Background: an optimization exercise with open tools, aiming at small area. Do not read the settings as production practice. The RTL was checked by simulation tests, not by an equivalence proof against the original design. Power and IR drop assume default switching activity.

==> flow/design.v (outline; a module is shown in full before it is edited, if it fits) <==
// module dl_keep0: 4 lines
// module dl_keep1: 4 lines
// module dl_flip0: 3 lines
// module dl_flip1: 3 lines
// module g_not: 3 lines
// module fir_tree: 138 lines
// module my_fa: 4 lines
// module my_ha: 4 lines
// module fir_cpa: 9 lines
// module cw_a2111o_1: 1 lines
// module cw_a21o_1: 1 lines
// module cw_a222oi_1: 1 lines
// module cw_a32o_1: 1 lines
// module cw_and2_0: 1 lines
// module cw_and3_1: 1 lines
// module cw_and3b_1: 1 lines
// module cw_and4_1: 1 lines
// module cw_clkinv_1: 1 lines
// module cw_nand2_1: 1 lines
// module cw_nand2b_1: 1 lines
// module cw_nand3_1: 1 lines
// module cw_nand3b_1: 1 lines
// module cw_nand4_1: 1 lines
// module cw_nor2_1: 1 lines
// module cw_o2111ai_1: 1 lines
// module cw_o211a_1: 1 lines
// module cw_o21a_1: 1 lines
// module cw_o21ai_0: 1 lines
// module cw_o221a_1: 1 lines
// module cw_o22a_1: 1 lines
// module cw_o22ai_1: 1 lines
// module cw_o311a_1: 1 lines
// module cw_o311ai_1: 1 lines
// module cw_o31a_1: 1 lines
// module cw_o32a_1: 1 lines
// module cw_or2_0: 1 lines
// module cw_or3_1: 1 lines
// module cw_xor2_1: 1 lines
// module signal_generator: 4415 lines
// module g_nand2: 1 lines
// module g_nand3: 1 lines
// module g_nand4: 1 lines
// module g_nor2: 1 lines
// module g_nor4: 1 lines
// module g_inv: 1 lines
// module g_a222oi: 3 lines
// module ram_rdec: 19 lines
// module ram_rbit: 21 lines
// module top_full_design: 140 lines
module top_full_design
    #(
        parameter NB_ADDR = 6,
        parameter NB_DATA = 8
    )
    (
        output [NB_DATA - 1 : 0] o_log_data_from_ram,
        output o_log_ram_full,
        input [2:0] i_enable,
        input [1:0] i_sel,
        input i_reset,
        input clock
    );
  // ...
==> flow/flow/run.sh <==
#!/bin/bash
# The standard layout (the standard.sh, unchanged synthesis, floorplan, placement,
# routing), with clock tree synthesis told not to add dummy loads for balancing.
set -euo pipefail
export CTS_ARGS="-sink_clustering_enable -repair_clock_nets -sink_clustering_size 20 -sink_clustering_max_diameter 60 -buf_list sky130_fd_sc_hd__clkbuf_8 -dont_use_dummy_load"
bash standard.sh finish > standard.log 2>&1
==> flow/standard.sh <==
#!/bin/bash
# synth_recipe.tcl (not shown) runs the flow's synth.tcl, then flattens the netlist and writes it again
# the make line also repeats each setting of config.mk as NAME=value (left out here)
make -C /OpenROAD-flow-scripts/flow DESIGN_CONFIG=/design/flow/config.mk WORK_HOME=/design/flow/orfs CLKGATE_MAP_FILE= SYNTH_SCRIPT=/design/flow/synth_recipe.tcl "${@:-finish}"
==> flow/config.mk <==
export PLATFORM = sky130hd
export DESIGN_NAME = top_full_design
export DESIGN_NICKNAME = top_full_design
export VERILOG_FILES = /design/flow/design.v
export SDC_FILE = /design/flow/constraint.sdc
export NUM_CORES = 4
export LEC_CHECK = 0
export CAP_MARGIN = 0
export CORE_MARGIN = 2
export CORE_UTILIZATION = 60
export CTS_BUF_LIST = sky130_fd_sc_hd__clkbuf_8
export CTS_CLUSTER_DIAMETER = 60
export CTS_CLUSTER_SIZE = 20
export SLEW_MARGIN = 0
export SYNTH_HIERARCHICAL = 1
export SYNTH_MEMORY_MAX_BITS = 16384
==> flow/constraint.sdc <==
create_clock -name core_clock -period 8.0 [get_ports {clock}]
set_input_delay 1.6000 -clock core_clock [delete_from_list [all_inputs] [get_ports {clock}]]
set_output_delay 1.6000 -clock core_clock [all_outputs]
set_load 0.01 [all_outputs]
==> notes.md, run 1 <==
----------------------------------------------------
[Run status]
  Run status ... complete, no violations

[Routing]
  Met3 WL post-DR ... just under 6 mm
  DR iter-0 viols ... approximately 2,800
  Vias per std cell ... 6.59

[STA]
  Final setup margin ... 1150 ps
  Final sum of negative setup slack ... 0 ps

[Placed design]
  Worst setup slack after placement ... 1310 ps

[Critical path]
  Nature of the critical path endpoint ... flop
  Buf/Inv on CP ... 4
  CP Class ... reg -> reg
  Critical path launch point type ... flop
  Cell with the largest stage delay on the worst path ... nor2_1

[Finish]
  Clock buffer cells ... 46
  Proportion of cell area occupied by multi-input gates ... 0.325
  Fill cell count ... ~3,800
  Number of sequential cells ... 718
  Final design area excluding fillers ... 32,600 um2
  Multi-In Gates ... 1,442
  Non-filler instance count after layout ... 3,036
  Relative area of clock buffers and inverters in the final design ... 0.0194
  Nonclk inv count ... 107
  Commonest non-fill, non-tap cells in the layout ... edfxtp_1 (528), nor2_1 (410), a222oi_1 (171)

[Clock network]
  Number of gates given a new drive strength after cts ... 0
  Worst-case clock buffer depth ... 3
  Hold bufs inserted after CTS ... 0
  Clock tree from TritonCTS ... yes

[Yosys]
  Mapped Nets ... 2,452
  Multiplexer share of the synthesized area ... 0.0313
  Share of the synthesized netlist area taken by xor and xnor gates ... 0.00679
  Synth Warn # ... 7
  Synth area leader ... edfxtp_1
  Mapped Avg Cell Area ... 13.4 um2

[Global route]
  Total gr overflow ... 0
  Pin count of the biggest net entering global routing ... between 60 and 70

[Power and ir drop]
  Leakage ... between 0.01 and 0.015 uW
  Clock network power ... 1550 uW
  Part of the total power dissipated in combinational logic ... 0.207
  Comb pwr ... 1650 uW

[Floorplanning]
  Die W ... 231 um
  Starting density of the core ... 0.605

----------------------------------------------------
==> run 2, diff against run 1 <==
==> flow/flow/run.sh (replaced) <==
#!/bin/bash
# The standard layout (the standard.sh, unchanged synthesis, floorplan, placement,
# routing), with clock tree synthesis told not to add dummy loads for balancing.
set -euo pipefail
export CTS_ARGS="-sink_clustering_enable -repair_clock_nets -sink_clustering_size 16 -sink_clustering_max_diameter 60 -buf_list sky130_fd_sc_hd__clkbuf_8 -dont_use_dummy_load"
bash standard.sh finish > standard.log 2>&1
--- a/flow/config.mk
+++ b/flow/config.mk
@@ -10,7 +10,7 @@
 export CORE_UTILIZATION = 60
 export CTS_BUF_LIST = sky130_fd_sc_hd__clkbuf_8
 export CTS_CLUSTER_DIAMETER = 60
-export CTS_CLUSTER_SIZE = 20
+export CTS_CLUSTER_SIZE = 16
 export SLEW_MARGIN = 0
 export SYNTH_HIERARCHICAL = 1
 export SYNTH_MEMORY_MAX_BITS = 16384
==> notes.md, run 2 <==
----------------------------------------------------
[Yosys]
  Dominant combinational cell family by area after synthesis ... simple AND/OR/NAND/NOR gates (unchanged)
  Synthesized instance count ... 2,305 (unchanged)
  Share of flip-flops with an asynchronous set or reset after synthesis ... 0.0195 (unchanged)
  Most used standard cell by instance count after synthesis ... edfxtp_1 (unchanged)
  Flop and latch count out of synthesis ... 718 (unchanged)
  Count of flip-flops with a built-in enable after synthesis ... 528 (unchanged)
  Synth Warn # ... 7 (unchanged)
  Multiplexer share of the synthesized area ... 0.0313 (unchanged)
  Leading cell types by count after synthesis ... edfxtp_1 (528), nor2_1 (410), dfxtp_1 (176) (unchanged)
  Area share of the leading cell type in the synthesized netlist ... 0.512 (unchanged)
  Post-synthesis sequential area ratio ... 0.637 (unchanged)
  Post-Synthesis Cell Area ... 31,000 um2 (unchanged)
  Unique masters post-synth ... 60 (unchanged)
  Synthesized-area fraction occupied by adder cells ... 0.0847 (unchanged)
  Synth area leader ... edfxtp_1 (unchanged)
  Share of the synthesized area in compound gates (AO/OA/AOI/OAI) ... 0.107 (unchanged)
  Leading register cell type out of synthesis ... edfxtp_1 (unchanged)
  Mapped Avg Cell Area ... 13.4 um2 (unchanged)
  Share of the synthesized netlist area taken by xor and xnor gates ... 0.00679 (unchanged)
  Main area contributors after synthesis ... edfxtp_1 (51%), dfxtp_1 (11%), fa_1 (7.5%) (unchanged)
  Mapped Nets ... 2,452 (unchanged)
  Synthesized-area fraction occupied by and/or/nand/nor cells ... 0.112 (unchanged)

[Finish]
  Final design area excluding fillers ... 32,700 um2 (was 32,600 um2)
  Commonest non-fill, non-tap cells in the layout ... edfxtp_1 (528), nor2_1 (410), a222oi_1 (171) (unchanged)
  Flip-flop count of the largest register, all copies and words added ... 512 (unchanged)
  Post-layout nets ... 2,512 (was 2,504)
  Most common cell after layout, fill and taps aside ... edfxtp_1 (unchanged)
  Fraction of layout instances using a drive strength above 1 ... 0.0512 (was 0.0480)
  Top flop regs ... mem (512), gdl.gbit.q (112) (unchanged)
  Growth of design area from synthesis to finish ... 5.46% (was 5.10%)
  Top reg by flops ... mem (unchanged)

[Critical path]
  CP Class ... reg -> reg (unchanged)
  Worst stage delay on the critical path ... 520 ps (about the same)
  Register-to-register setup slack ... 1170 ps (was 1150 ps)
  Dominant delay contributor by cell family on the critical path ... compound AO/OA/AOI/OAI gates (unchanged)
  Cell with the largest stage delay on the worst path ... nor2_1 (unchanged)
  Arrival time reported for the critical path endpoint ... 7360 ps (about the same)
  Critical path launch point type ... flop (unchanged)
  Critical path required time ... 8530 ps (was 8510 ps)
  CP max FO ... 15 (unchanged)
  Buf/Inv on CP ... 4 (unchanged)
  Crit-path most repeated cell ... nor2_1 (unchanged)
  Nature of the critical path endpoint ... flop (unchanged)

[Clock network]
  Number of levels in the clock H-tree ... 2 (unchanged)
  Worst-case clock buffer depth ... 3 (unchanged)
  Hold bufs inserted after CTS ... 0 (unchanged)
  CTS Root Cell ... clkbuf_8 (unchanged)
  Clock buffers created by TritonCTS ... 54 (was 46)
  Clock tree from TritonCTS ... yes (unchanged)
  # clock sinks ... 718 (unchanged)
  Number of gates given a new drive strength after cts ... 0 (unchanged)
  Clock slew at reported path FFs ... 100 ps (was 110 ps)
  Setup Fix Bufs, Post-CTS ... 0 (unchanged)
  Clock latency on the worst-skew pair ... 710 ps (was 650 ps)

[Power and ir drop]
  Seq pwr share ... 0.590 (was 0.598)
  Total internal power ... 5820 uW (was 5730 uW)
  Net Sw Power ... 2270 uW (was 2240 uW)
  Proportion of power drawn by the clock network ... 0.206 (was 0.195)
  Switching Fraction ... 0.281 (about the same)
  Leakage ... 0.0113 uW (about the same)
  Part of the total power dissipated in combinational logic ... 0.204 (was 0.207)
  Power density over cell area ... 248 nW/um2 (was 245 nW/um2)
  Highest ir drop seen on vdd ... 203 uV (was 218 uV)

[Routing]
  Router iterations before antenna repair ... 7 (was 10)
  Final routed wire length divided by cell count ... 26.1 um (about the same)
  Residual DRC count ... 0 (unchanged)
  Detailed-route wire length ... 79.6 mm (was 79.2 mm)
  Via count ... 20,022 (was 20,018)
  Number of nets with antenna violations after detailed routing ... 0 (unchanged)
  Vias per std cell ... 6.58 (was 6.59)
  DR iter-0 viols ... 2,750 (was 2,811)

[Min path]
  Path category of the worst min-delay check ... reg -> reg (unchanged)

[Floorplanning]
  Overall die area ... 53,500 um2 (unchanged)
  Core area ... 51,200 um2 (unchanged)
  Floorplan row count ... 83 (unchanged)
  Die W ... 231 um (unchanged)
  Die Y-Extent ... 231 um (unchanged)
  IO Pins ... 16 (unchanged)
  Starting density of the core ... 0.605 (unchanged)

[STA]
  Setup clock skew after layout ... 90.9 ps (was 81.6 ps)
  Min Clock Period, post-route ... 6830 ps (was 6850 ps)
  Final period utilization ... 0.854 (was 0.856)
  Transition time at the pin with the least slew margin ... 1350 ps (was 1340 ps)
  Number of endpoints failing setup at the final stage ... 0 (unchanged)
  Max-Slew Margin vs Limit ... 0.0936 (was 0.100)
  Fin. max-slew vios ... 0 (unchanged)
  Final Hold Viols ... 0 (unchanged)
  Highest Clock Rate ... 0.146 GHz (about the same)
  Final sum of negative setup slack ... 0 ps (unchanged)
  Unrepaired setup endpoints after global routing ... false (unchanged)

[Global route]
  First-pass GRT wire length ... 121 mm (was 120 mm)
  Pin count of the biggest net entering global routing ... 65 (unchanged)
  GRT Util Overall ... 0.302 (was 0.300)
  Vias in the first global route ... 19,776 (was 19,734)
  Initial antenna violation count ... 2 (was 1)
  Total gr overflow ... 0 (unchanged)

[Placed design]
  Final weighted congestion in routability-driven placement ... 1.01 (unchanged)
  Post-DP Area ... 31,900 um2 (unchanged)
  Total of buffers placed on input and output ports ... 15 (unchanged)
  Post-DP HPWL ... 55.4 mm (unchanged)

[Run status]
  Run status ... complete, no violations (unchanged)

[Flow run]
  Number of max-cap violations ... 0 (unchanged)

----------------------------------------------------
[run 2: cell types whose count changed in the layout (fill, tap and decap cells not counted), sizes merged]
cell and delta:
clkbuf +8
[run 2: worst reg2reg max path, delay by kind of cell (launching register included)]
family                 cells  cell delay [ps]
flip-flops                 1              430
AO/OA/AOI/OAI             15             2470
buffers and inverters      4             1060
AND/OR/NAND/NOR           16             2420
multiplexers               1              140
XOR/XNOR                   1              250
[run 2: cell families (layout without fill, tap and decap cells)]
| logic type | Yosys count | after routing |
|---|---|---|
| AND/OR/NAND/NOR | 784 | 784 |
| flip-flops | 718 | 718 |
| AO/OA/AOI/OAI | 397 | 397 |
| buffers and inverters | 145 | 203 |
| adder cells (fa/ha/maj) | 140 | 140 |
| multiplexers | 97 | 97 |
| XOR/XNOR | 24 | 24 |
| other | 0 | 1 |
[run 2: layout make-up]
class / instances / area [um2]
repair buffers: 42 / 345
flip-flops and latches: 718 / 19700
multi-input cells: 1442 / 10600
diodes: 1 / 2.50
well taps: 680 / 851
clock buffers: 54 / 743
fillers: 3793 / 18500
inverters: 107 / 402
[run 2: metal layers]
layer / track usage / share of wire / vias up
met5: 0 / 0.00016 / -
met1: 0.414 / 0.40 / 9978
li1: - / - / 8883
met3: 0.0443 / 0.079 / 188
met2: 0.490 / 0.48 / 971
met4: 0.121 / 0.043 / 2
[run 2: stage by stage]
step / instances / setup slack [ps] / util / total power (uW) / hold slack, ps
after floorplan: 2305 / 2440 / - / 6380 / 310
after global placement: 2989 / 1510 / 0.623 / 6460 / 310
after detailed placement: 2989 / 1310 / 0.623 / 6540 / 312
after CTS: 3043 / 1360 / 0.638 / 8160 / 262
after global routing: 3044 / 520 / 0.638 / 8530 / 279
final: 3044 / 1170 / 0.638 / 8090 / 254
[run 2: path summary, 6_finish.rpt]
| path | startpoint | to | cells past startpoint |
|---|---|---|---|
| max in group asynchronous | i_enable[0] | gen_cnt[9] | 3 |
| min in group asynchronous | i_reset | gen_q9[3] | 3 |
| worst max register to register | gen_cnt[0] | gdl[1].gbit[7].q | 37 |
| worst min register to register | y2[3] | y3[3] | 0 |
| worst max-delay path | gen_cnt[0] | gdl[1].gbit[7].q | 37 |
| worst min-delay path | y2[3] | y3[3] | 0 |
[run 2: power by group through the flow]
stage                     Clock [uW]  Combinational [uW]  Sequential [uW]
final                           1670                1650             4770
after global routing            1830                1900             4800
after CTS                       1710                1670             4780
after detailed placement           0                1680             4860
after global placement             0                1610             4850
after floorplan                    0                1430             4950
[run 2: per-module statistics from Yosys, one instance, submodules excluded, excerpt]
module	times used	cell area (um2)	flip-flops and latches	cells inside
cw_xor2_1	8	8.76	0	1
dl_keep0	54	13.8	0	2
g_nand4	40	6.26	0	1
cw_o2111ai_1	10	15.0	0	1
cw_nand4_1	2	6.26	0	1
cw_o211a_1	2	10.0	0	1
==> module ram_rbit, before the edit <==
module ram_rbit(input [63:0] d, input [63:0] s, output q);
wire [21:0] t;
wire [5:0] u;
wire [1:0] v;
genvar i;
generate
    for (i = 0; i < 21; i = i + 1) begin : ga
        g_a222oi ua(.a1(s[3*i]), .a2(d[3*i]), .b1(s[3*i+1]), .b2(d[3*i+1]), .c1(s[3*i+2]), .c2(d[3*i+2]), .y(t[i]));
    end
endgenerate
g_nand2 ul(.a(s[63]), .b(d[63]), .y(t[21]));
g_nand4 u0(.a(t[0]),  .b(t[1]),  .c(t[2]),  .d(t[3]),  .y(u[0]));
g_nand4 u1(.a(t[4]),  .b(t[5]),  .c(t[6]),  .d(t[7]),  .y(u[1]));
g_nand4 u2(.a(t[8]),  .b(t[9]),  .c(t[10]), .d(t[11]), .y(u[2]));
g_nand4 u3(.a(t[12]), .b(t[13]), .c(t[14]), .d(t[15]), .y(u[3]));
g_nand4 u4(.a(t[16]), .b(t[17]), .c(t[18]), .d(t[19]), .y(u[4]));
g_nand2 u5(.a(t[20]), .b(t[21]), .y(u[5]));
g_nor4  v0(.a(u[0]), .b(u[1]), .c(u[2]), .d(u[3]), .y(v[0]));
g_nor2  v1(.a(u[4]), .b(u[5]), .y(v[1]));
g_nand2 w0(.a(v[0]), .b(v[1]), .y(q));
endmodule
==> run 3, diff against run 2 <==
--- a/flow/design.v
+++ b/flow/design.v
@@ -4618,8 +4618,9 @@
 module g_nand3(input a, input b, input c, output y);  assign y = ~(a & b & c); endmodule
 module g_nand4(input a, input b, input c, input d, output y);  assign y = ~(a & b & c & d); endmodule
 module g_nor2(input a, input b, output y);  assign y = ~(a | b); endmodule
-module g_nor4(input a, input b, input c, input d, output y);  assign y = ~(a | b | c | d); endmodule
 module g_inv(input a, output y);  assign y = ~a; endmodule
+module g_or4(input a, input b, input c, input d, output y);  assign y = a | b | c | d; endmodule
+module g_or3(input a, input b, input c, output y);  assign y = a | b | c; endmodule
 module g_a222oi(input a1, input a2, input b1, input b2, input c1, input c2, output y);
     assign y = ~((a1 & a2) | (b1 & b2) | (c1 & c2));
 endmodule
@@ -4645,7 +4646,7 @@
 module ram_rbit(input [63:0] d, input [63:0] s, output q);
 wire [21:0] t;
 wire [5:0] u;
-wire [1:0] v;
+wire v;
 genvar i;
 generate
     for (i = 0; i < 21; i = i + 1) begin : ga
@@ -4659,9 +4660,8 @@
 g_nand4 u3(.a(t[12]), .b(t[13]), .c(t[14]), .d(t[15]), .y(u[3]));
 g_nand4 u4(.a(t[16]), .b(t[17]), .c(t[18]), .d(t[19]), .y(u[4]));
 g_nand2 u5(.a(t[20]), .b(t[21]), .y(u[5]));
-g_nor4  v0(.a(u[0]), .b(u[1]), .c(u[2]), .d(u[3]), .y(v[0]));
-g_nor2  v1(.a(u[4]), .b(u[5]), .y(v[1]));
-g_nand2 w0(.a(v[0]), .b(v[1]), .y(q));
+g_or4   v0(.a(u[0]), .b(u[1]), .c(u[2]), .d(u[3]), .y(v));
+g_or3   w0(.a(v), .b(u[4]), .c(u[5]), .y(q));
 endmodule
 module top_full_design
     #(
==> notes.md, run 3 <==
----------------------------------------------------
[Routing]
  Final routed wire length divided by cell count ... 26.5 um (was 26.1 um)
  Router iterations before antenna repair ... 8 (was 7)
  Detailed-route wire length ... 80.3 mm (was 79.6 mm)
  Number of nets with antenna violations after detailed routing ... 0 (unchanged)
  DR iter-0 viols ... 2,663 (was 2,750)
  Via count ... 20,033 (was 20,022)
  Residual DRC count ... 0 (unchanged)
  Vias per std cell ... 6.61 (was 6.58)

[Finish]
  Growth of design area from synthesis to finish ... 5.37% (was 5.46%)
  Fraction of layout instances using a drive strength above 1 ... 0.0467 (was 0.0512)
  Top reg by flops ... mem (unchanged)
  Final design area excluding fillers ... 32,600 um2 (was 32,700 um2)
  Commonest non-fill, non-tap cells in the layout ... edfxtp_1 (528), nor2_1 (402), a222oi_1 (171) (was edfxtp_1 (528), nor2_1 (410), a222oi_1 (171))
  Post-layout nets ... 2,502 (was 2,512)
  Flip-flop count of the largest register, all copies and words added ... 512 (unchanged)
  Fill cell count ... 3,873 (was 3,793)
  Number of diodes ... 0 (was 1)
  Top flop regs ... mem (512), gdl.gbit.q (112) (unchanged)
  Most common cell after layout, fill and taps aside ... edfxtp_1 (unchanged)

[Placed design]
  Post-DP HPWL ... 55.9 mm (was 55.4 mm)
  Post-DP Area ... 31,900 um2 (about the same)
  Final weighted congestion in routability-driven placement ... 0.999 (was 1.01)
  Total of buffers placed on input and output ports ... 15 (unchanged)

[Clock network]
  Setup Fix Bufs, Post-CTS ... 0 (unchanged)
  Number of gates given a new drive strength after cts ... 0 (unchanged)
  Clock buffers created by TritonCTS ... 53 (was 54)
  Worst-case clock buffer depth ... 3 (unchanged)
  Number of levels in the clock H-tree ... 2 (unchanged)
  Clock tree from TritonCTS ... yes (unchanged)
  # clock sinks ... 718 (unchanged)
  Hold bufs inserted after CTS ... 0 (unchanged)
  Clock latency on the worst-skew pair ... 690 ps (was 710 ps)
  Clock slew at reported path FFs ... 100 ps (about the same)
  CTS Root Cell ... clkbuf_8 (unchanged)

[STA]
  Setup clock skew after layout ... 81.1 ps (was 90.9 ps)
  Transition time at the pin with the least slew margin ... 1380 ps (was 1350 ps)
  Max-Slew Margin vs Limit ... 0.0745 (was 0.0936)
  Unrepaired setup endpoints after global routing ... false (unchanged)
  Number of endpoints failing setup at the final stage ... 0 (unchanged)
  Final sum of negative setup slack ... 0 ps (unchanged)
  Final period utilization ... 0.852 (was 0.854)
  Highest Clock Rate ... 0.147 GHz (was 0.146 GHz)
  Fin. max-slew vios ... 0 (unchanged)
  Final Hold Viols ... 0 (unchanged)
  Min Clock Period, post-route ... 6820 ps (was 6830 ps)

[Floorplanning]
  Overall die area ... 53,400 um2 (was 53,500 um2)
  IO Pins ... 16 (unchanged)
  Core area ... 51,100 um2 (was 51,200 um2)
  Die Y-Extent ... 231 um (about the same)
  Starting density of the core ... 0.605 (about the same)
  Floorplan row count ... 83 (unchanged)
  Die W ... 231 um (about the same)

[Power and ir drop]
  Highest ir drop seen on vdd ... 201 uV (was 203 uV)
  Leakage ... 0.0113 uW (about the same)
  Power density over cell area ... 250 nW/um2 (was 248 nW/um2)

[Yosys]
  Synthesized instance count ... 2,297 (was 2,305)
  Synth area leader ... edfxtp_1 (unchanged)
  Leading register cell type out of synthesis ... edfxtp_1 (unchanged)
  Post-synthesis sequential area ratio ... 0.638 (was 0.637)
  Most used standard cell by instance count after synthesis ... edfxtp_1 (unchanged)
  Flop and latch count out of synthesis ... 718 (unchanged)
  Count of flip-flops with a built-in enable after synthesis ... 528 (unchanged)
  Synth Warn # ... 7 (unchanged)
  Unique masters post-synth ... 60 (unchanged)
  Leading cell types by count after synthesis ... edfxtp_1 (528), nor2_1 (402), dfxtp_1 (176) (was edfxtp_1 (528), nor2_1 (410), dfxtp_1 (176))
  Main area contributors after synthesis ... edfxtp_1 (51%), dfxtp_1 (11%), fa_1 (7.5%) (unchanged)
  Mapped Avg Cell Area ... 13.5 um2 (was 13.4 um2)
  Post-Synthesis Cell Area ... 30,900 um2 (was 31,000 um2)
  Share of flip-flops with an asynchronous set or reset after synthesis ... 0.0195 (unchanged)
  Mapped Nets ... 2,444 (was 2,452)
  Area share of the leading cell type in the synthesized netlist ... 0.513 (was 0.512)

[Global route]
  GRT Util Overall ... 0.304 (was 0.302)
  Pin count of the biggest net entering global routing ... 65 (unchanged)
  Total gr overflow ... 0 (unchanged)
  Initial antenna violation count ... 2 (unchanged)
  First-pass GRT wire length ... 122 mm (was 121 mm)
  Vias in the first global route ... 19,694 (was 19,776)

[Critical path]
  Register-to-register setup slack ... 1180 ps (was 1170 ps)
  CP max FO ... 15 (unchanged)
  Worst stage delay on the critical path ... 560 ps (was 520 ps)
  Launch point of the worst reg-to-reg path ... gen_cnt[2] (was gen_cnt[0])
  Worst reg2reg path endpoint ... gdl[1].gbit[7].q (unchanged)
  CP Class ... reg -> reg (unchanged)
  Critical path required time ... 8510 ps (was 8530 ps)
  Nature of the critical path endpoint ... flop (unchanged)
  Critical path launch point type ... flop (unchanged)
  Depth of the worst register-to-register path ... 36 (was 37)
  Cell with the largest stage delay on the worst path ... dfrtp_1 (was nor2_1)
  Crit-path most repeated cell ... nor2_1 (unchanged)
  Arrival time reported for the critical path endpoint ... 7330 ps (was 7360 ps)

[Min path]
  Depth of the worst hold-timing path ... 0 (unchanged)
  Path category of the worst min-delay check ... reg -> reg (unchanged)
  Worst Hold Path EP ... y3[2] (was y3[3])
  Worst hold path startpoint ... y2[2] (was y2[3])

[Flow run]
  Number of max-cap violations ... 0 (unchanged)

[Run status]
  Run status ... complete, no violations (unchanged)

----------------------------------------------------
-- run 3: Yosys stat by module (local to each module, per instance), a selection --
module	cell area, um2	flops+latches
cw_and3b_1	8.76	0
cw_and2_0	6.26	0
cw_a2111o_1	11.3	0
cw_o21a_1	7.51	0
my_ha	12.5	0
cw_a21o_1	7.51	0
cw_and4_1	8.76	0
cw_o31a_1	8.76	0
fir_tree	360	0
g_nand2	3.75	0
top_full_design	20800	718
dl_keep0	13.8	0
cw_o22a_1	8.76	0
cw_o221a_1	11.3	0
cw_nor2_1	3.75	0
cw_or2_0	6.26	0
-- run 3: per-layer routing --
layer,vias to the layer above,track usage,share of wire
met5,-,0,0
met4,0,0.124,0.044
met3,209,0.0433,0.083
met2,1012,0.496,0.47
met1,9946,0.417,0.40
li1,8866,-,-
-- run 3: cells by family after synthesis --
kind of cell / count (synthesis) / share of synthesized area
and+or+nand+nor: 776 / 0.111
xor gates and xnor gates: 24 / 0.00680
adders and majority gates: 140 / 0.0848
buffers and inverters: 145 / 0.0216
AOI/OAI and AO/OA: 397 / 0.107
muxes: 97 / 0.0314
DFF: 718 / 0.638
-- run 3: per-stage QoR --
stage                     std cells  worst slack [ps]  total power [uW]  hold slack (ps)   util
after floorplan                2297              2440              6370              310      -
after global placement         2980              1610              6450              310  0.623
after detailed placement       2980              1420              6600              312  0.623
after CTS                      3033              1440              8210              332  0.638
after global routing           3033               498              8580              330  0.638
final                          3033              1180              8150              330  0.638
-- run 3: final cells by class --
class / instances / area, um2 / share of cell area
Clock buffer: 53 / 729 / 0.0224
Tap cell: 680 / 851 / 0.0261
Inverter: 107 / 402 / 0.0123
Multi-Input combinational cell: 1434 / 10500 / 0.323
Sequential cell: 718 / 19700 / 0.606
Timing Repair Buffer: 41 / 338 / 0.0104
-- run 3: report_power, final --
| group | switching (uW) | internal [uW] | total [uW] |
|---|---|---|---|
| sequential | 233 | 4600 | 4830 |
| combinational | 1010 | 642 | 1660 |
| clock | 1070 | 590 | 1660 |
-- run 3: how the worst max path moves through the flow --
| stage | slack (ps) | end | cells past startpoint | from |
|---|---|---|---|---|
| final | 1180 | gdl[1].gbit[7].q | 36 | gen_cnt[2] |
| after global routing | 500 | gdl[1].gbit[7].q | 35 | gen_cnt[2] |
| after CTS | 1440 | gdl[1].gbit[7].q | 36 | gen_cnt[2] |
| after detailed placement | 1420 | gdl[1].gbit[7].q | 36 | gen_cnt[2] |
| after global placement | 1610 | gdl[1].gbit[7].q | 36 | gen_cnt[2] |
| after floorplan | 2440 | y2[7] | 14 | ra_r[0] |
-- run 3: worst max-delay path: cells and delay by family, from the launching register on --
family	cells	cell delay [ps]
AND/OR/NAND/NOR	16	2460
flip-flops	1	560
XOR/XNOR	1	300
multiplexers	1	140
buffers and inverters	3	800
AO/OA/AOI/OAI	15	2480
==> run 4, diff against run 3 <==
==> flow/flow/run.sh (replaced) <==
#!/bin/bash
# The standard layout (the standard.sh, unchanged synthesis, floorplan, placement,
# routing), with clock tree synthesis told not to add dummy loads for balancing.
set -euo pipefail
export CTS_ARGS="-sink_clustering_enable -repair_clock_nets -sink_clustering_size 20 -sink_clustering_max_diameter 60 -buf_list sky130_fd_sc_hd__clkbuf_8 -dont_use_dummy_load"
bash standard.sh finish > standard.log 2>&1
--- a/flow/config.mk
+++ b/flow/config.mk
@@ -10,7 +10,7 @@
 export CORE_UTILIZATION = 60
 export CTS_BUF_LIST = sky130_fd_sc_hd__clkbuf_8
 export CTS_CLUSTER_DIAMETER = 60
-export CTS_CLUSTER_SIZE = 16
+export CTS_CLUSTER_SIZE = 20
 export SLEW_MARGIN = 0
 export SYNTH_HIERARCHICAL = 1
 export SYNTH_MEMORY_MAX_BITS = 16384
==> notes.md, run 4 <==
----------------------------------------------------
[Yosys]
  Unique masters post-synth ... 60 (unchanged)
  Count of flip-flops with a built-in enable after synthesis ... 528 (unchanged)
  Post-Synthesis Cell Area ... 30,900 um2 (unchanged)
  Synthesized instance count ... 2,297 (unchanged)
  Main area contributors after synthesis ... edfxtp_1 (51%), dfxtp_1 (11%), fa_1 (7.5%) (unchanged)
  Flop and latch count out of synthesis ... 718 (unchanged)
  Mapped Avg Cell Area ... 13.5 um2 (unchanged)
  Synth Warn # ... 7 (unchanged)
  Most used standard cell by instance count after synthesis ... edfxtp_1 (unchanged)
  Area share of the leading cell type in the synthesized netlist ... 0.513 (unchanged)
  Leading cell types by count after synthesis ... edfxtp_1 (528), nor2_1 (402), dfxtp_1 (176) (unchanged)
  Post-synthesis sequential area ratio ... 0.638 (unchanged)
  Mapped Nets ... 2,444 (unchanged)
  Leading register cell type out of synthesis ... edfxtp_1 (unchanged)
  Share of flip-flops with an asynchronous set or reset after synthesis ... 0.0195 (unchanged)
  Synth area leader ... edfxtp_1 (unchanged)

[Clock network]
  Number of gates given a new drive strength after cts ... 0 (unchanged)
  Worst-case clock buffer depth ... 3 (unchanged)
  Clock latency on the worst-skew pair ... 680 ps (was 690 ps)
  Clock slew at reported path FFs ... 100 ps (about the same)
  Clock buffers created by TritonCTS ... 47 (was 53)
  # clock sinks ... 718 (unchanged)
  Hold bufs inserted after CTS ... 0 (unchanged)
  Number of levels in the clock H-tree ... 2 (unchanged)
  Clock tree from TritonCTS ... yes (unchanged)
  Setup Fix Bufs, Post-CTS ... 0 (unchanged)
  CTS Root Cell ... clkbuf_8 (unchanged)

[Critical path]
  Register-to-register setup slack ... 1210 ps (was 1180 ps)
  Worst stage delay on the critical path ... 560 ps (about the same)
  Crit path capture ... gdl[1].gbit[7].q (unchanged)
  Critical path required time ... 8500 ps (was 8510 ps)
  Worst setup path startpoint ... gen_cnt[2] (unchanged)
  Arrival time reported for the critical path endpoint ... 7290 ps (was 7330 ps)
  Worst reg2reg path endpoint ... gdl[1].gbit[7].q (unchanged)
  Launch point of the worst reg-to-reg path ... gen_cnt[2] (unchanged)
  Depth of the worst register-to-register path ... 36 (unchanged)
  Nature of the critical path endpoint ... flop (unchanged)
  CP max FO ... 15 (unchanged)
  Cell with the largest stage delay on the worst path ... dfrtp_1 (unchanged)
  Crit-path most repeated cell ... nor2_1 (unchanged)
  Critical path launch point type ... flop (unchanged)
  CP Class ... reg -> reg (unchanged)

[STA]
  Min Clock Period, post-route ... 6790 ps (was 6820 ps)
  Final period utilization ... 0.848 (was 0.852)
  Hold slack final ... 320 ps (was 330 ps)
  Max-Slew Margin vs Limit ... 0.0800 (was 0.0745)
  Transition time at the pin with the least slew margin ... 1370 ps (was 1380 ps)
  Setup clock skew after layout ... 88.4 ps (was 81.1 ps)
  Number of endpoints failing setup at the final stage ... 0 (unchanged)
  Fin. max-slew vios ... 0 (unchanged)
  Final Hold Viols ... 0 (unchanged)
  Unrepaired setup endpoints after global routing ... false (unchanged)
  Highest Clock Rate ... 0.147 GHz (about the same)
  Final sum of negative setup slack ... 0 ps (unchanged)

[Floorplanning]
  Die Y-Extent ... 231 um (unchanged)
  Overall die area ... 53,400 um2 (unchanged)
  Starting density of the core ... 0.605 (unchanged)
  IO Pins ... 16 (unchanged)
  Floorplan row count ... 83 (unchanged)
  Die W ... 231 um (unchanged)
  Core area ... 51,100 um2 (unchanged)

[Routing]
  Vias per std cell ... 6.60 (was 6.61)
  Residual DRC count ... 0 (unchanged)
  Router iterations before antenna repair ... 8 (unchanged)
  DR iter-0 viols ... 2,537 (was 2,663)
  Number of nets with antenna violations after detailed routing ... 0 (unchanged)
  Via count ... 19,987 (was 20,033)
  Final routed wire length divided by cell count ... 26.4 um (was 26.5 um)
  Detailed-route wire length ... 80.0 mm (was 80.3 mm)

[Finish]
  Fraction of layout instances using a drive strength above 1 ... 0.0443 (was 0.0467)
  Fill cell count ... 3,874 (was 3,873)
  Multi-input gate area in the final layout ... 10,500 um2 (unchanged)
  Top reg by flops ... mem (unchanged)
  Growth of design area from synthesis to finish ... 5.11% (was 5.37%)
  Final design area excluding fillers ... 32,500 um2 (was 32,600 um2)
  Most common cell after layout, fill and taps aside ... edfxtp_1 (unchanged)
  Seq. cell area ... 19,700 um2 (unchanged)
  Post-layout nets ... 2,496 (was 2,502)
  Commonest non-fill, non-tap cells in the layout ... edfxtp_1 (528), nor2_1 (402), a222oi_1 (171) (unchanged)
  Top flop regs ... mem (512), gdl.gbit.q (112) (unchanged)
  Flip-flop count of the largest register, all copies and words added ... 512 (unchanged)

[Min path]
  Worst hold path startpoint ... y2[4] (was y2[2])
  Path category of the worst min-delay check ... reg -> reg (unchanged)

[Placed design]
  Post-DP HPWL ... 55.9 mm (unchanged)
  Post-DP Area ... 31,900 um2 (unchanged)
  Total of buffers placed on input and output ports ... 15 (unchanged)
  Final weighted congestion in routability-driven placement ... 0.999 (unchanged)

[Flow run]
  Number of max-cap violations ... 0 (unchanged)

[Run status]
  Run status ... complete, no violations (unchanged)

[Global route]
  First-pass GRT wire length ... 122 mm (about the same)
  Initial antenna violation count ... 3 (was 2)
  Total gr overflow ... 0 (unchanged)
  Pin count of the biggest net entering global routing ... 65 (unchanged)
  GRT Util Overall ... 0.303 (was 0.304)
  Vias in the first global route ... 19,617 (was 19,694)

[Power and ir drop]
  Power density over cell area ... 248 nW/um2 (was 250 nW/um2)
  Highest ir drop seen on vdd ... 202 uV (was 201 uV)
  Leakage ... 0.0113 uW (about the same)

----------------------------------------------------
==> run 4: cell counts after synthesis <==
Identical to the previous run, type by type.
==> run 4: logic make-up after synthesis <==
kind of cell,after synthesis,share of synthesized area
flip-flops,718,0.638
XOR/XNOR,24,0.00680
adder cells (fa/ha/maj),140,0.0848
multiplexers,97,0.0314
AO/OA/AOI/OAI,397,0.107
AND/OR/NAND/NOR,776,0.111
buffers and inverters,145,0.0216
==> run 4: layout make-up <==
| cell class | instances | share of cell area |
|---|---|---|
| timing repair buffer | 41 | 0.0104 |
| antenna | 1 | 0.0000770 |
| tap | 680 | 0.0262 |
| clock buffer | 47 | 0.0199 |
| inverter | 107 | 0.0124 |
| multi-input combinational | 1434 | 0.324 |
| sequential | 718 | 0.607 |
==> run 4: worst min path at each step <==
stage / slack, ps / cells after the start / end
after floorplan: 310 / 0 / dout[0]
after global placement: 310 / 0 / y3[4]
after detailed placement: 310 / 0 / dout[6]
after CTS: 330 / 0 / y3[0]
after global routing: 340 / 0 / y3[4]
final: 320 / 0 / y3[4]
==> run 4: where the power goes <==
part | internal (uW) | switching (uW)
sequential | 4600 | 232
combinational | 642 | 1010
clock | 528 | 1040
total | 5770 | 2280
==> run 4: critical path, delay by kind of cell, from the launching register on <==
family	cells	cell delay [ps]
compound gates	15	2490
simple gates	16	2430
buf+inv	3	790
flops	1	560
xor+xnor	1	290
mux	1	140
==> run 4: stage by stage <==
step / cells / utilization / setup WS [ps] / total power [uW]
4_1_cts: 3027 / 0.636 / 1420 / 8120
6_report: 3028 / 0.636 / 1210 / 8050
3_3_place_gp: 2980 / 0.623 / 1610 / 6450
2_1_floorplan: 2297 / - / 2440 / 6370
3_5_place_dp: 2980 / 0.623 / 1420 / 6600
5_1_grt: 3027 / 0.636 / 491 / 8490
==> run 4: routing by layer <==
metal / vias up / GRT usage / routed length (um)
met5: - / 0 / 0
met2: 1035 / 0.493 / 38000
met4: 0 / 0.117 / 3330
met3: 186 / 0.0450 / 6720
li1: 8853 / - / -
met1: 9913 / 0.417 / 31900
==> run 4: per-module statistics from Yosys (local to each module, per instance), excerpt <==
module       cells inside  area [um2]
dl_keep1                2        13.8
dl_keep0                2        13.8
my_ha                   1        12.5
cw_o221a_1              1        11.3
cw_o311a_1              1        10.0
cw_and4_1               1        8.76
cw_o21a_1               1        7.51
cw_and3_1               1        6.26
cw_nand2b_1             1        6.26
cw_and2_0               1        6.26
g_nand2                 1        3.75
cw_nand2_1              1        3.75

==> port drivers added, routing unchanged <==
No port has a modelled driver above. Below, the same layouts with a new extraction and two added sets of constraints.
Step 1 sets driving cells, clkbuf_16 on the clock port and buf_2 on the other inputs (assumed; they add their load-dependent delay and slew).
Step 2 times the ports against the registers' clock, not the clock port: input delays grow and output delays shrink by t, the midpoint of the rising clock arrivals with the driver on.
Three values: ideal ports, drivers, drivers and shift; two values: the first two.
run	t, ns	slack for setup (ns)	hold slack, ns	worst setup path at the end	worst slew at a driven data input, ns
run 1	0.674	1.148 / 1.148 / 1.148	0.298 / 0.298 / 0.298	register to register	0.04
run 2	0.705	1.168 / 1.168 / 1.168	0.254 / 0.254 / 0.254	register to register	0.04
run 3	0.701	1.183 / 1.183 / 1.183	0.330 / 0.330 / 0.330	register to register	0.04
run 4	0.690	1.212 / 1.212 / 1.212	0.320 / 0.320 / 0.320	register to register	0.04
After both steps setup and hold are still met in every run listed.
